What follows belongs to an exercise in optimizing a design on an open flow for small area; a production flow would make more cautious choices.
In this exercise RTL edits were held to simulation tests only and were not proved equivalent to the original.
The clock port is modelled as an ideal driver; clocking choices that lean on that would not hold on a real chip.

==> v12: inputs <==
==> flow/design.v (excerpt) <==
module snake_top(clk, rst, tick, start, pause, resume, stop, up, down, left, right,
                 sw, vgaRed, vgaGreen, vgaBlue, Hsync, Vsync);
==> module snake_ctlr, before the edit <==
module snake_ctlr(start, pause, resume, stop, u, d, l, r, clk, rst, tick,
                  hq, hr, vq, vr, hit);
  input start, pause, resume, stop, u, d, l, r, clk, rst, tick;
  input[6:0] hq;
  input[3:0] hr;
  input[5:0] vq;
  input[3:0] vr;
  output hit;
  localparam[1:0] RT = 2'b00, LF = 2'b01, UP = 2'b10, DN = 2'b11;
  localparam[2:0] M_RUN = 3'd0, M_PAUSED = 3'd1, M_OVER = 3'd2, M_RESTART = 3'd3,
                  M_STOPPED = 3'd4;
  reg[2:0] mode;
  wire stopped = mode[2];
  reg[1:0] frameCtr;       
  reg[1:0] dir;
  reg[6:0] hxn;            
  reg[5:0] hyn;            
  reg[1:0] md1, md2, md3, md4;   
  function [6:0] step7(input [6:0] a, input s);
    integer i; reg cy;
    begin
      cy = 1'b1;
      for (i = 0; i < 7; i = i + 1) begin
        step7[i] = a[i] ^ cy;
        cy = cy & (a[i] ^ s);
      end
    end
  endfunction
  function [6:0] add7(input [6:0] a, input [6:0] b);
    integer i; reg cy;
    begin
      cy = 1'b0;
      for (i = 0; i < 7; i = i + 1) begin
        add7[i] = a[i] ^ b[i] ^ cy;
        cy = (a[i] & b[i]) | (a[i] & cy) | (b[i] & cy);
      end
    end
  endfunction
  function [3:0] add4(input [3:0] a, input [3:0] b);
    integer i; reg cy;
    begin
      cy = 1'b0;
      for (i = 0; i < 4; i = i + 1) begin
        add4[i] = a[i] ^ b[i] ^ cy;
        cy = (a[i] & b[i]) | (a[i] & cy) | (b[i] & cy);
      end
    end
  endfunction
  wire out = (~hxn[6] & hxn[0]) | (~hyn[5] & ~hyn[4] & hyn[0]);
  reg[1:0] ndir;
  always@(*) begin
    ndir = dir;
    if(u && (dir != DN)) ndir = UP;
    if(r && (dir != LF)) ndir = RT;
    if(l && (dir != RT)) ndir = LF;
    if(d && (dir != UP)) ndir = DN;
  end
  wire[6:0] hxs = step7(hxn, dir == RT);
  wire[6:0] hys = step7({1'b0, hyn}, dir == DN);
  always@(posedge clk) begin
    if(rst) begin
      frameCtr <= 0;
      mode <= M_STOPPED;
      dir <= RT;
      hxn <= 7'd124; hyn <= 6'd0;
      md1 <= RT; md2 <= RT; md3 <= RT; md4 <= RT;
    end else if(tick) begin
      frameCtr <= {frameCtr[0], ~frameCtr[1]};    
      case(mode)
        M_PAUSED: if(resume) mode <= M_RUN;
        M_OVER, M_STOPPED: if(start) mode <= M_RESTART;
        M_RESTART: begin
          dir <= RT;
          hxn <= 7'd124; hyn <= 6'd0;
          md1 <= RT; md2 <= RT; md3 <= RT; md4 <= RT;
          mode <= M_RUN;
        end
        default: begin
          if(start) mode <= M_RESTART;
          else if(stop) mode <= M_STOPPED;
          else if(pause) mode <= M_PAUSED;
          else if(out) mode <= M_OVER;
          else begin
            dir <= ndir;
            if(frameCtr == 2'd0) begin
              if(dir[1]) hyn <= hys[5:0];
              else hxn <= hxs;
              md1 <= dir; md2 <= md1; md3 <= md2; md4 <= md3;
            end
          end
        end
      endcase
    end
  end
  function [3:0] ox(input[1:0] m);
    ox = (m == RT) ? 4'hF : (m == LF) ? 4'h1 : 4'h0;
  endfunction
  function [3:0] oy(input[1:0] m);
    oy = (m == DN) ? 4'hF : (m == UP) ? 4'h1 : 4'h0;
  endfunction
  wire[3:0] cx1 = ox(md1), cy1 = oy(md1);
  wire[3:0] cx2 = add4(cx1, ox(md2)), cy2 = add4(cy1, oy(md2));
  wire[3:0] cx3 = add4(cx2, ox(md3)), cy3 = add4(cy2, oy(md3));
  wire[3:0] cx4 = add4(cx3, ox(md4)), cy4 = add4(cy3, oy(md4));
  wire[6:0] dx = add7(hq, hxn);
  wire[6:0] dy = add7({1'b0, vq}, {1'b0, hyn});
  wire near = ((dx[6:3] == 4'h0) | (dx[6:3] == 4'hF)) & ((dy[5:3] == 3'h0) | (dy[5:3] == 3'h7));
  wire odd = dx[0] ^ dy[0];
  wire on = odd ? (((dx[3:0] == cx1) & (dy[3:1] == cy1[3:1])) |
                   ((dx[3:0] == cx3) & (dy[3:1] == cy3[3:1])))
                : (((dx[3:0] == 4'h0) & (dy[3:1] == 3'h0)) |
                   ((dx[3:0] == cx2) & (dy[3:1] == cy2[3:1])) |
                   ((dx[3:0] == cx4) & (dy[3:1] == cy4[3:1])));
  assign hit = ~stopped & ~hq[6] & ~(vq[5] & vq[4]) & (hr != 4'd0) & (vr != 4'd0) & near & on;
endmodule
==> flow/config.mk <==
export PLATFORM = sky130hd
export DESIGN_NAME = snake_top
export DESIGN_NICKNAME = snake_top
export VERILOG_FILES = /design/flow/design.v
export SDC_FILE = /design/flow/constraint.sdc
export NUM_CORES = 4
export LEC_CHECK = 0
export ABC_AREA = 1
export CAP_MARGIN = 20
export CORE_MARGIN = 2
export CORE_UTILIZATION = 40
export CTS_BUF_LIST = sky130_fd_sc_hd__clkbuf_8
export SLEW_MARGIN = 20
export DONT_USE_CELLS = sky130_fd_sc_hd__fa_1 sky130_fd_sc_hd__fa_2 sky130_fd_sc_hd__fa_4 sky130_fd_sc_hd__ha_1 sky130_fd_sc_hd__ha_2 sky130_fd_sc_hd__ha_4
==> flow/constraint.sdc <==
create_clock -name core_clock -period 5.0 [get_ports {clk}]
set_input_delay 1.0000 -clock core_clock [delete_from_list [all_inputs] [get_ports {clk}]]
set_output_delay 1.0000 -clock core_clock [all_outputs]
set_load 0.01 [all_outputs]
standard.sh (not shown) runs the stock make flow with config.mk's settings and CLKGATE_MAP_FILE= SYNTH_SCRIPT=/design/flow/synth_recipe.tcl, a recipe that flattens the netlist after the stock synthesis.
==> flow/flow/run.sh <==
#!/bin/bash
# Own layout flow: the standard flow (standard.sh) with these changes.
#  1. Synthesis maps the logic for area: the abc call of the standard
#     synthesis script runs abc with each of flow/abc_*.script and 30 seeds
#     of a deepsyn script, and keeps the smallest netlist (flow/abc_pick.tcl). Everything else in synthesis
#     (registers, flattening, renaming) is the standard script, unchanged.
#  2. Full and half adder cells are not used, so the adder extraction step
#     leaves adders to abc as plain logic.
#  3. Ports are buffered with sky130_fd_sc_hd__buf_1.
#  4. Clock tree options from flow/cts_args, if that file exists, and
#     flow/post_cts.tcl run after clock tree synthesis (shrinks the root
#     clock buffer).
# Each tool's log is in orfs/logs/; this script's own output is in run.log,
# standard.sh's in standard.log.
set -euo pipefail
W=$(pwd)
exec > >(tee -a "$W/run.log") 2>&1
export OWN_FLOW_DIR="$W/abc_scripts"

# abc scripts to try: the fixed ones in flow/, and deepsyn with seeds 1..30
mkdir -p abc_scripts
cp flow/abc_*.script abc_scripts/
for s in $(seq 1 30); do
  printf 'strash\n&get -n\n&deepsyn -T 20 -S %d\n&put\ndch -f\namap\ntopo\n' $s > abc_scripts/abc_s$(printf %02d $s).script
done

{
  head -1 synth_recipe.tcl
  cat flow/abc_pick.tcl
  tail -n +2 synth_recipe.tcl
} > own_synth.tcl

cat >> config.mk <<EOT
export DONT_USE_CELLS = sky130_fd_sc_hd__fa_1 sky130_fd_sc_hd__fa_2 sky130_fd_sc_hd__fa_4 sky130_fd_sc_hd__ha_1 sky130_fd_sc_hd__ha_2 sky130_fd_sc_hd__ha_4
EOT

export BUFFER_PORTS_ARGS="-buffer_cell sky130_fd_sc_hd__buf_1"
if [[ -f flow/cts_args ]]; then
  export CTS_ARGS="$(cat flow/cts_args)"
fi
if [[ -f flow/post_cts.tcl ]]; then
  export POST_CTS_TCL="$W/flow/post_cts.tcl"
fi

bash standard.sh SYNTH_SCRIPT="$W/own_synth.tcl" finish > standard.log 2>&1
grep "OWN_FLOW" orfs/logs/*/*/*/1_2_yosys.log || true
==> flow/flow/abc_pick.tcl <==
# Replaces the abc call of the standard synthesis script: runs abc with each
# of the flow's area scripts on the same netlist and keeps the smallest result.
proc abc {args} {
  set i [lsearch -exact $args -script]
  set lib [lindex $args [expr {[lsearch -exact $args -liberty] + 1}]]
  yosys design -save my_pre_abc
  set best_area 1e18
  set best ""
  foreach s [lsort [glob $::env(OWN_FLOW_DIR)/abc_*.script]] {
    yosys design -load my_pre_abc
    yosys abc {*}[lreplace $args [expr {$i + 1}] [expr {$i + 1}] $s]
    set st [yosys tee -q -s result.string stat -liberty $lib]
    if { [regexp {Chip area for module '[^']*': ([0-9.]+)} $st -> area] } {
      puts "OWN_FLOW abc script [file tail $s]: area $area"
      if { $area < $best_area } { set best_area $area; set best $s }
    }
  }
  puts "OWN_FLOW abc script chosen: [file tail $best] ($best_area)"
  yosys design -load my_pre_abc
  yosys abc {*}[lreplace $args [expr {$i + 1}] [expr {$i + 1}] $best]
}
Other scripts of this flow, unchanged in this note and not shown: flow/flow/abc_a.script, flow/flow/abc_b.script, flow/flow/abc_c.script, flow/flow/abc_d.script, flow/flow/abc_f.script, flow/flow/abc_h.script, flow/flow/cts_args, flow/flow/post_cts.tcl
==> v22 (differences from v12) <==
--- a/flow/design.v
+++ b/flow/design.v
@@ -93,5 +93,5 @@
   reg[2:0] mode;
   wire stopped = mode[2];
-  reg[1:0] frameCtr;       
+  reg[1:0] frameCtr;
   reg[1:0] dir;
   reg[6:0] hxn;            
@@ -147,5 +147,5 @@
       md1 <= RT; md2 <= RT; md3 <= RT; md4 <= RT;
     end else if(tick) begin
-      frameCtr <= {frameCtr[0], ~frameCtr[1]};    
+      frameCtr <= {frameCtr[1] ^ frameCtr[0], ~frameCtr[0]};
       case(mode)
         M_PAUSED: if(resume) mode <= M_RUN;
@@ -187,10 +187,9 @@
   wire[6:0] dy = add7({1'b0, vq}, {1'b0, hyn});
   wire near = ((dx[6:3] == 4'h0) | (dx[6:3] == 4'hF)) & ((dy[5:3] == 3'h0) | (dy[5:3] == 3'h7));
-  wire odd = dx[0] ^ dy[0];
-  wire on = odd ? (((dx[3:0] == cx1) & (dy[3:1] == cy1[3:1])) |
-                   ((dx[3:0] == cx3) & (dy[3:1] == cy3[3:1])))
-                : (((dx[3:0] == 4'h0) & (dy[3:1] == 3'h0)) |
-                   ((dx[3:0] == cx2) & (dy[3:1] == cy2[3:1])) |
-                   ((dx[3:0] == cx4) & (dy[3:1] == cy4[3:1])));
+  wire on = ((dx[3:0] == 4'h0) & (dy[3:0] == 4'h0)) |
+            ((dx[3:0] == cx1) & (dy[3:0] == cy1)) |
+            ((dx[3:0] == cx2) & (dy[3:0] == cy2)) |
+            ((dx[3:0] == cx3) & (dy[3:0] == cy3)) |
+            ((dx[3:0] == cx4) & (dy[3:0] == cy4));
   assign hit = ~stopped & ~hq[6] & ~(vq[5] & vq[4]) & (hr != 4'd0) & (vr != 4'd0) & near & on;
 endmodule
--- a/flow/flow/run.sh
+++ b/flow/flow/run.sh
@@ -2,6 +2,6 @@
 # Own layout flow: the standard flow (standard.sh) with these changes.
 #  1. Synthesis maps the logic for area: the abc call of the standard
-#     synthesis script runs abc with each of flow/abc_*.script and 30 seeds
-#     of a deepsyn script, and keeps the smallest netlist (flow/abc_pick.tcl). Everything else in synthesis
+#     synthesis script runs abc with each of flow/abc_*.script and keeps the
+#     smallest netlist (flow/abc_pick.tcl). Everything else in synthesis
 #     (registers, flattening, renaming) is the standard script, unchanged.
 #  2. Full and half adder cells are not used, so the adder extraction step
@@ -16,12 +16,5 @@
 W=$(pwd)
 exec > >(tee -a "$W/run.log") 2>&1
-export OWN_FLOW_DIR="$W/abc_scripts"
-
-# abc scripts to try: the fixed ones in flow/, and deepsyn with seeds 1..30
-mkdir -p abc_scripts
-cp flow/abc_*.script abc_scripts/
-for s in $(seq 1 30); do
-  printf 'strash\n&get -n\n&deepsyn -T 20 -S %d\n&put\ndch -f\namap\ntopo\n' $s > abc_scripts/abc_s$(printf %02d $s).script
-done
+export OWN_FLOW_DIR="$W/flow"
 
 {
==> flow/flow/abc_e.script (new file) <==
strash
dch -f
amap
topo
==> flow/flow/abc_g.script (new file) <==
strash
&get -n
&deepsyn -T 20
&put
dch -f
map -a
topo
==> key figures <==
Yosys
  – Mapped Avg Cell Area: 6.705 sq um
  – Syn Std Cell Area: 0.003178 sq mm

Timing
  – Hold Slack: 460.0 ps
  – Minimum clock period: 3771 ps
  – Skew final: 19.08 ps

Route
  – WL met2: 3967 um

Setup path
  – Peak per-stage delay on the critical path: 550 ps
  – Crit path to: top_snake_ctlr.hxn[6]

Floorplanning
  – Die outline area: 0.008674 sq mm
  – Starting density of the core: 41.13%

GRT
  – M3 GR Usage: 2.740%

Placed design
  – Setup WS pre-CTS: 651.3 ps

Status
  – Run status: timing/DRC/antenna clean
(the above is from v12)
==> key figures <==
Yosys
  – Syn Std Cell Area: 0.003196 sq mm
  – Mapped Avg Cell Area: 6.742 sq um

GRT
  – M3 GR Usage: 3.062%

Setup path
  – Peak per-stage delay on the critical path: 390 ps
  – Crit path to: top_vga_ctlr.c[2]

Timing
  – Hold Slack: 456.6 ps
  – Skew final: 27.90 ps

Route
  – WL met2: 3888 um

Status
  – Run status: timing/DRC/antenna clean

Floorplanning
  – Die outline area: 0.008720 sq mm
(the above is from v22)

port drivers added, routing unchanged:
In the flow no input, the clock included, has a driving cell. The finished layouts below were timed again as built, in two steps. Step 1, drivers: a clkbuf_16 drives clk and a buf_2 each remaining input, both assumed. Step 2, shift: input delay + t, output delay - t, t = (earliest + latest rising clock arrival at the registers) / 2. This alone moves slack from input paths to output paths. Three values: ideal, step 1, step 2; two values: the first two.
run	t (ns)	setup slack, ns	worst setup path at the end	latest minus earliest clock arrival (ns)
v12	0.589	1.229 / 1.229 / 0.692	input to register	0.019 / 0.019
v22	0.567	1.015 / 1.015 / 1.015	register to register	0.029 / 0.029
After both steps every run listed still meets setup and hold. For v12, which loses most, drivers alone change the setup slack by 0.000 ns; drivers and shift together by -0.537 ns.
